Background: an optimization exercise with open tools, aiming at small area, a short achievable clock period and few clock cycles. Do not read the settings as production practice.
RTL that was checked went through simulation tests only; none was proved equivalent to the original.
Power and IR drop assume default switching activity.

Setup of before:
==> module med_filter, before the edit <==
module med_filter(
    output reg [7:0] out,
    output reg out_valid,
    output reg [15:0] addr_med,
    output reg finished,
    output reg [15:0] addr_im,
    input  [7:0] dout_im,
    input start,
    input rst,
    input clk
    );
   reg        running;
   reg [2:0]  ri;       
   reg [7:0]  rc;       
   reg        lastc;    
   reg        col_end;  
   reg        ce_col;   
   reg        ce_band;  
   wire last_rd  = (addr_im == 16'd50175);    
   always @(posedge clk) begin
      if (rst)
         running <= 0;
      else if (start && !running)
         running <= 1;
      else if (col_end && last_rd)
         running <= 0;
      if (rst || (start && !running)) begin
         ri <= 0;
         rc <= 0;
         lastc <= 0;
         col_end <= 0;
         ce_col <= 0;
         ce_band <= 0;
         addr_im <= 0;
      end else begin
         ri <= ri + 3'd1;
         col_end <= (ri == 3'd6);
         ce_col  <= (ri == 3'd6) && !lastc;
         ce_band <= (ri == 3'd6) && lastc;
         addr_im <= addr_im + {{5{col_end}}, ce_band, ce_band, ce_col, !ce_band, 1'b1,
                               !ce_band, 4'b0000, col_end};
         if (col_end) begin
            rc <= lastc ? 8'd0 : rc + 8'd1;
            lastc <= (rc == 8'd222);
         end
      end
   end
   wire       rv = running && (ri[2] || ri[1]) && (rc[7:1] != 0);
   wire [1:0] rf = !rv ? 2'd0 : (ri != 3'd2) ? 2'd1 : (rc != 8'd2) ? 2'd2 : 2'd3;
   reg  [1:0] f1, f2, f3;
   reg        n_row, n_col, n_band;    
   reg        n_rc, n_cb;              
   always @(posedge clk) begin
      if (rst) begin
         f1 <= 0; f2 <= 0; f3 <= 0;
         n_row <= 0; n_col <= 0; n_band <= 0;
         n_rc <= 0; n_cb <= 0;
      end else begin
         f1 <= rf; f2 <= f1; f3 <= f2;
         n_row  <= (f3 == 2'd1);
         n_col  <= (f3 == 2'd2);
         n_band <= (f3 == 2'd3);
         n_rc   <= (f3 == 2'd1) || (f3 == 2'd2);
         n_cb   <= (f3 == 2'd2) || (f3 == 2'd3);
      end
   end
   reg [7:0] p [0:16];
   integer k;
   always @(posedge clk) begin
      p[0] <= dout_im;
      for (k = 1; k <= 16; k = k + 1) p[k] <= p[k-1];
   end
   wire [7:0] smax, smed, smin;
   arrange srow(.max(smax), .med(smed), .min(smin), .a(p[0]), .b(p[8]), .c(p[16]));
   reg [7:0] lo1, lo2, lo3, md1, md2, md3, hi1, hi2, hi3;
   always @(posedge clk) begin
      lo1 <= smin; lo2 <= lo1; lo3 <= lo2;
      md1 <= smed; md2 <= md1; md3 <= md2;
      hi1 <= smax; hi2 <= hi1; hi3 <= hi2;
   end
   wire lx = lo1 < lo2, ly = lo1 < lo3;
   wire mx = md1 < md2, my = md1 < md3;
   wire hx = hi1 < hi2, hy = hi1 < hi3;
   reg  lz, mz, hz;
   reg [7:0] lmax, mmed, hmin;
   always @(posedge clk) begin
      lz <= lx; mz <= mx; hz <= hx;
      lmax <= (!lx && !ly) ? lo1 : (!lz ? lo2 : lo3);
      hmin <= ( hx &&  hy) ? hi1 : ( hz ? hi2 : hi3);
      mmed <= (mx ^ my) ? md1 : ((mx ^ mz) ? md3 : md2);
   end
   wire [7:0] fmed;
   arrange sfin(.max(), .med(fmed), .min(), .a(lmax), .b(mmed), .c(hmin));
   always @(posedge clk) begin
      out <= fmed;
   end
   always @(posedge clk) begin
      if (rst) begin
         out_valid <= 0;
         finished <= 0;
      end else begin
         out_valid <= n_row || n_col || n_band;
         if (start && !running) finished <= 0;
         else if (n_row && addr_med == 16'd49061) finished <= 1;    
      end
      if (start && !running) addr_med <= 16'hFFFF;
      else addr_med <= addr_med + {{5{n_col}}, 1'b0, n_col, n_col, n_rc, n_row, n_col,
                                   n_row, n_rc, n_row, n_rc, n_cb};
   end
endmodule
export LEC_CHECK = 0
export CAP_MARGIN = 20
export CORE_MARGIN = 2
export CORE_UTILIZATION = 40
export CTS_BUF_LIST = sky130_fd_sc_hd__clkbuf_16
export CTS_CLUSTER_DIAMETER = 80
export CTS_CLUSTER_SIZE = 25
export SETUP_SLACK_MARGIN = 2.3
export SLEW_MARGIN = 20
create_clock -name core_clock -period 4.5 [get_ports {clk}]
standard.sh (not shown) runs the stock make flow with config.mk's settings and CLKGATE_MAP_FILE= SYNTH_SCRIPT=/design/flow/synth_recipe.tcl, a recipe that flattens the netlist after the stock synthesis.
==> flow/flow/run.sh <==
#!/bin/bash
# Standard ORFS layout, with unrestricted resizing and plain buffers on the ports.
set -euo pipefail
bash standard.sh MATCH_CELL_FOOTPRINT=0 "BUFFER_PORTS_ARGS=-buffer_cell sky130_fd_sc_hd__buf_2" finish > standard.log 2>&1
Testbench counts of before, summed over its fixed seeds: cycles 795,708.
### before -> after
--- a/flow/design.v
+++ b/flow/design.v
@@ -32,6 +32,4 @@
    reg        lastc;    
    reg        col_end;  
-   reg        ce_col;   
-   reg        ce_band;  
    wire last_rd  = (addr_im == 16'd50175);    
    always @(posedge clk) begin
@@ -47,14 +45,11 @@
          lastc <= 0;
          col_end <= 0;
-         ce_col <= 0;
-         ce_band <= 0;
          addr_im <= 0;
       end else begin
          ri <= ri + 3'd1;
          col_end <= (ri == 3'd6);
-         ce_col  <= (ri == 3'd6) && !lastc;
-         ce_band <= (ri == 3'd6) && lastc;
-         addr_im <= addr_im + {{5{col_end}}, ce_band, ce_band, ce_col, !ce_band, 1'b1,
-                               !ce_band, 4'b0000, col_end};
+         addr_im <= addr_im + (!col_end ? 16'd224 :           
+                               !lastc   ? 16'hF9E1 :         
+                                          16'hFE41);         
          if (col_end) begin
             rc <= lastc ? 8'd0 : rc + 8'd1;
@@ -67,10 +62,8 @@
    reg  [1:0] f1, f2, f3;
    reg        n_row, n_col, n_band;    
-   reg        n_rc, n_cb;              
    always @(posedge clk) begin
       if (rst) begin
          f1 <= 0; f2 <= 0; f3 <= 0;
          n_row <= 0; n_col <= 0; n_band <= 0;
-         n_rc <= 0; n_cb <= 0;
       end else begin
          f1 <= rf; f2 <= f1; f3 <= f2;
@@ -78,6 +71,4 @@
          n_col  <= (f3 == 2'd2);
          n_band <= (f3 == 2'd3);
-         n_rc   <= (f3 == 2'd1) || (f3 == 2'd2);
-         n_cb   <= (f3 == 2'd2) || (f3 == 2'd3);
       end
    end
@@ -122,6 +113,7 @@
       end
       if (start && !running) addr_med <= 16'hFFFF;
-      else addr_med <= addr_med + {{5{n_col}}, 1'b0, n_col, n_col, n_rc, n_row, n_col,
-                                   n_row, n_rc, n_row, n_rc, n_cb};
+      else addr_med <= addr_med + (({16{n_row}}  & 16'd222)  |
+                                   ({16{n_col}}  & 16'hFBAB) |     
+                                   ({16{n_band}} & 16'd1));
    end
 endmodule
## What came out
Maximum number of buffers from clock root to sink: before vs after identical. Looking at capturing instance or port of the critical path, the out[5] result is from before; the addr_med[15] one comes from after. In after, power density over the cells is lower than in before. after gives more cell count than before did. Looking at worst setup slack, after sits 0.061 ns below before. Of the two candidates, before has the worse post-route total power and after the better one.
The RTL of after was laid out without a check of its function.

---

## branch violet
med_filter, a different RTL version from the one above (not shown whole).
Size: about 1100 cells after synthesis, about 53 I/O pins, roughly 11000 µm² of cells after synthesis.
## med_filter
module med_filter(
    output reg [7:0] out,
    output reg out_valid,
    output reg [15:0] addr_med,
    output reg finished,
    output reg [15:0] addr_im,
    input  [7:0] dout_im,
    input start,
    input rst,
    input clk
    );
==> module arrange, before the edit <==
module arrange(
    output [7:0] max,
    output [7:0] med,
    output [7:0] min,
    input [7:0] a,
    input [7:0] b,
    input [7:0] c
    );
    wire x = a < b;
    wire y = a < c;
    wire z = b < c;
    assign max = (!x && !y) ? a : (!z ? b : c);
    assign min = ( x &&  y) ? a : ( z ? b : c);
    assign med = (x ^ y) ? a : ((x ^ z) ? c : b);
endmodule
==> module med_filter, before the edit <==
module med_filter(
    output reg [7:0] out,
    output reg out_valid,
    output reg [15:0] addr_med,
    output reg finished,
    output reg [15:0] addr_im,
    input  [7:0] dout_im,
    input start,
    input rst,
    input clk
    );
   reg        running;
   reg [2:0]  ri;       
   reg [7:0]  rc;       
   reg        lastc;    
   reg        col_end;  
   wire last_rd  = (addr_im == 16'd50175);    
   always @(posedge clk) begin
      if (rst || (start && !running)) begin
         running <= !rst;
         ri <= 0;
         rc <= 0;
         lastc <= 0;
         col_end <= 0;
         addr_im <= 0;
      end else if (running) begin
         ri <= ri + 3'd1;
         col_end <= (ri == 3'd6);
         addr_im <= addr_im + (!col_end ? 16'd224 :           
                               !lastc   ? 16'hF9E1 :         
                                          16'hFE41);         
         if (col_end) begin
            rc <= lastc ? 8'd0 : rc + 8'd1;
            lastc <= (rc == 8'd222);
            if (last_rd) running <= 0;
         end
      end
   end
   wire       rv = running && (ri[2] || ri[1]) && (rc[7:1] != 0);
   wire [1:0] rf = !rv ? 2'd0 : (ri != 3'd2) ? 2'd1 : (rc != 8'd2) ? 2'd2 : 2'd3;
   reg  [1:0] f1, f2, f3;
   reg        n_row, n_col, n_band;    
   always @(posedge clk) begin
      if (rst) begin
         f1 <= 0; f2 <= 0; f3 <= 0;
         n_row <= 0; n_col <= 0; n_band <= 0;
      end else begin
         f1 <= rf; f2 <= f1; f3 <= f2;
         n_row  <= (f3 == 2'd1);
         n_col  <= (f3 == 2'd2);
         n_band <= (f3 == 2'd3);
      end
   end
   reg [7:0] p [0:16];
   integer k;
   always @(posedge clk) begin
      p[0] <= dout_im;
      for (k = 1; k <= 16; k = k + 1) p[k] <= p[k-1];
   end
   wire [7:0] smax, smed, smin;
   arrange srow(.max(smax), .med(smed), .min(smin), .a(p[0]), .b(p[8]), .c(p[16]));
   reg [7:0] lo1, lo2, lo3, md1, md2, md3, hi1, hi2, hi3;
   always @(posedge clk) begin
      lo1 <= smin; lo2 <= lo1; lo3 <= lo2;
      md1 <= smed; md2 <= md1; md3 <= md2;
      hi1 <= smax; hi2 <= hi1; hi3 <= hi2;
   end
   wire lx = lo1 < lo2, ly = lo1 < lo3;
   wire mx = md1 < md2, my = md1 < md3;
   wire hx = hi1 < hi2, hy = hi1 < hi3;
   reg  lz, mz, hz;
   reg [7:0] lmax, mmed, hmin;
   always @(posedge clk) begin
      lz <= lx; mz <= mx; hz <= hx;
      lmax <= (!lx && !ly) ? lo1 : (!lz ? lo2 : lo3);
      hmin <= ( hx &&  hy) ? hi1 : ( hz ? hi2 : hi3);
      mmed <= (mx ^ my) ? md1 : ((mx ^ mz) ? md3 : md2);
   end
   wire [7:0] fmed;
   arrange sfin(.max(), .med(fmed), .min(), .a(lmax), .b(mmed), .c(hmin));
   always @(posedge clk) begin
      out <= fmed;
   end
   always @(posedge clk) begin
      if (rst) begin
         out_valid <= 0;
         finished <= 0;
      end else begin
         out_valid <= n_row || n_col || n_band;
         if (start && !running) finished <= 0;
         else if (n_row && addr_med == 16'd49061) finished <= 1;    
      end
      if (start && !running) addr_med <= 16'hFFFF;
      else addr_med <= addr_med + (({16{n_row}}  & 16'd222)  |
                                   ({16{n_col}}  & 16'hFBAB) |     
                                   ({16{n_band}} & 16'd1));
   end
endmodule
clock: 4.5 ns
lec_check: 0
cap_margin: 20
core_margin: 2
core_utilization: 40
setup_slack_margin: 2.3
slew_margin: 20
Scripts as last shown in full above: flow/flow/run.sh
Looking at the reports, branch violet completed the entire flow and the layout it produced met the timing, design-rule and antenna checks.
Testbench counts of branch violet, summed over its fixed seeds: cycles 795,708.
## Diff of input files: branch garnet against branch violet
-- flow/design.v --
<<< branch violet, line 1
`timescale 1ns / 1ps
module arrange(
    output [7:0] max,
>>> branch garnet, line 1
`timescale 1ns / 1ps
module lt8(output y, input [7:0] a, input [7:0] b);
    wire [7:0] g = ~a & b;
    wire [7:0] l = ~a | b;
    wire [3:0] g2 = {g[7] | l[7] & g[6], g[5] | l[5] & g[4], g[3] | l[3] & g[2], g[1] | l[1] & g[0]};
    wire [3:0] l2 = {l[7] & l[6], l[5] & l[4], l[3] & l[2], l[1] & l[0]};
    wire [1:0] g4 = {g2[3] | l2[3] & g2[2], g2[1] | l2[1] & g2[0]};
    wire       l4 = l2[3] & l2[2];
    assign y = g4[1] | l4 & g4[0];
endmodule
module arrange(
    output [7:0] max,
<<< branch violet, line 8
    input [7:0] c
    );
    wire x = a < b;
    wire y = a < c;
    wire z = b < c;
    assign max = (!x && !y) ? a : (!z ? b : c);
    assign min = ( x &&  y) ? a : ( z ? b : c);
>>> branch garnet, line 17
    input [7:0] c
    );
    wire x, y, z;
    lt8 cx(x, a, b);
    lt8 cy(y, a, c);
    lt8 cz(z, b, c);
    assign max = (!x && !y) ? a : (!z ? b : c);
    assign min = ( x &&  y) ? a : ( z ? b : c);
<<< branch violet, line 56
   wire       rv = running && (ri[2] || ri[1]) && (rc[7:1] != 0);
   wire [1:0] rf = !rv ? 2'd0 : (ri != 3'd2) ? 2'd1 : (rc != 8'd2) ? 2'd2 : 2'd3;
   reg  [1:0] f1, f2, f3;
   reg        n_row, n_col, n_band;    
   always @(posedge clk) begin
      if (rst) begin
         f1 <= 0; f2 <= 0; f3 <= 0;
         n_row <= 0; n_col <= 0; n_band <= 0;
      end else begin
         f1 <= rf; f2 <= f1; f3 <= f2;
         n_row  <= (f3 == 2'd1);
         n_col  <= (f3 == 2'd2);
         n_band <= (f3 == 2'd3);
      end
   end
>>> branch garnet, line 66
   wire       rv = running && (ri[2] || ri[1]) && (rc[7:1] != 0);
   wire [1:0] rf = !rv ? 2'd0 : (ri != 3'd2) ? 2'd1 : (rc != 8'd2) ? 2'd2 : 2'd3;
   reg  [1:0] f1, f2, f3, f4;
   always @(posedge clk) begin
      if (rst) begin
         f1 <= 0; f2 <= 0; f3 <= 0; f4 <= 0;
      end else begin
         f1 <= rf; f2 <= f1; f3 <= f2; f4 <= f3;
      end
   end
<<< branch violet, line 83
      hi1 <= smax; hi2 <= hi1; hi3 <= hi2;
   end
   wire lx = lo1 < lo2, ly = lo1 < lo3;
   wire mx = md1 < md2, my = md1 < md3;
   wire hx = hi1 < hi2, hy = hi1 < hi3;
   reg  lz, mz, hz;
   reg [7:0] lmax, mmed, hmin;
>>> branch garnet, line 88
      hi1 <= smax; hi2 <= hi1; hi3 <= hi2;
   end
   wire lx, ly, mx, my, hx, hy;
   lt8 clx(lx, lo1, lo2), cly(ly, lo1, lo3);
   lt8 cmx(mx, md1, md2), cmy(my, md1, md3);
   lt8 chx(hx, hi1, hi2), chy(hy, hi1, hi3);
   reg  lz, mz, hz;
   reg [7:0] lmax, mmed, hmin;
<<< branch violet, line 104
         finished <= 0;
      end else begin
         out_valid <= n_row || n_col || n_band;
         if (start && !running) finished <= 0;
         else if (n_row && addr_med == 16'd49061) finished <= 1;    
      end
      if (start && !running) addr_med <= 16'hFFFF;
      else addr_med <= addr_med + (({16{n_row}}  & 16'd222)  |
                                   ({16{n_col}}  & 16'hFBAB) |     
                                   ({16{n_band}} & 16'd1));
   end
endmodule
>>> branch garnet, line 110
         finished <= 0;
      end else begin
         out_valid <= (f4 != 0);
         if (start && !running) finished <= 0;
         else if (f4 != 0 && addr_med == 16'd49061) finished <= 1;
      end
      if (start && !running) addr_med <= 16'hFFFF;
      else addr_med <= addr_med + ((f4 == 2'd0) ? 16'd0 :
                                   (f4 == 2'd3) ? 16'd1 :
                                   (f4 == 2'd2) ? 16'hFBAB : 16'd222);   
   end
endmodule
==> comparison <==
Going from branch violet to branch garnet, cell area after synthesis lost 2.9%; final sequential cell count now sits lower; setup slack saw a decrease; cell area after layout higher. Run comparison: branch garnet launching element of the worst setup path p[16][0]; branch violet launching element of the worst setup path col_end. Of the two candidates, branch violet has the worse die area and branch garnet the better one. Compared with branch violet, branch garnet is more frugal on power. Comparing branch garnet and branch violet, the lower synthesis-to-finish area growth is on branch violet. Of branch garnet and branch violet, branch garnet shows the higher internal power contribution, with branch violet below it. [branch garnet] number of logic inverters in the finished layout fell about 15% relative to branch violet. Routed length on met2 sits higher in branch garnet than in branch violet. On met1 demand-to-capacity share in global routing: branch garnet sits above branch violet. Diff branch violet -> branch garnet | final period demand of the worst path | increase of 800 ps.
Only the layout flow was run in branch garnet; the RTL was not checked for function there.

## static timing again, ports no longer ideal
How much do the figures lean on ideal ports? The routed layouts below were timed once more, with nothing changed but the port constraints. Step 1 sets driving cells, clkbuf_16 on the clock port and buf_2 on the other inputs (assumed; they add their load-dependent delay and slew). Step 2 moves the port delays by t, midway between the first and last clock arrival at a register: inputs arrive t later, outputs are due t later. That takes back most of the time a late clock gives input paths. Slacks: ideal ports / drivers / drivers and shift; pairs: ideal ports / drivers.
run	t, ns	setup slack, ns	worst setup path at the end	slew at the worst register clock pin (ns)
before	0.555	2.147 / 2.147 / 2.147	register to register	0.10 / 0.10
after	0.543	2.086 / 2.086 / 2.086	register to register	0.10 / 0.10
branch violet	0.602	2.245 / 2.245 / 2.214	input to register	0.07 / 0.07
branch garnet	0.606	1.446 / 1.446 / 1.446	register to register	0.06 / 0.06
After both steps setup and hold are still met in every run listed. The setup slack of branch violet, which loses most, moves by 0.000 ns with the drivers and by -0.031 ns with both steps.
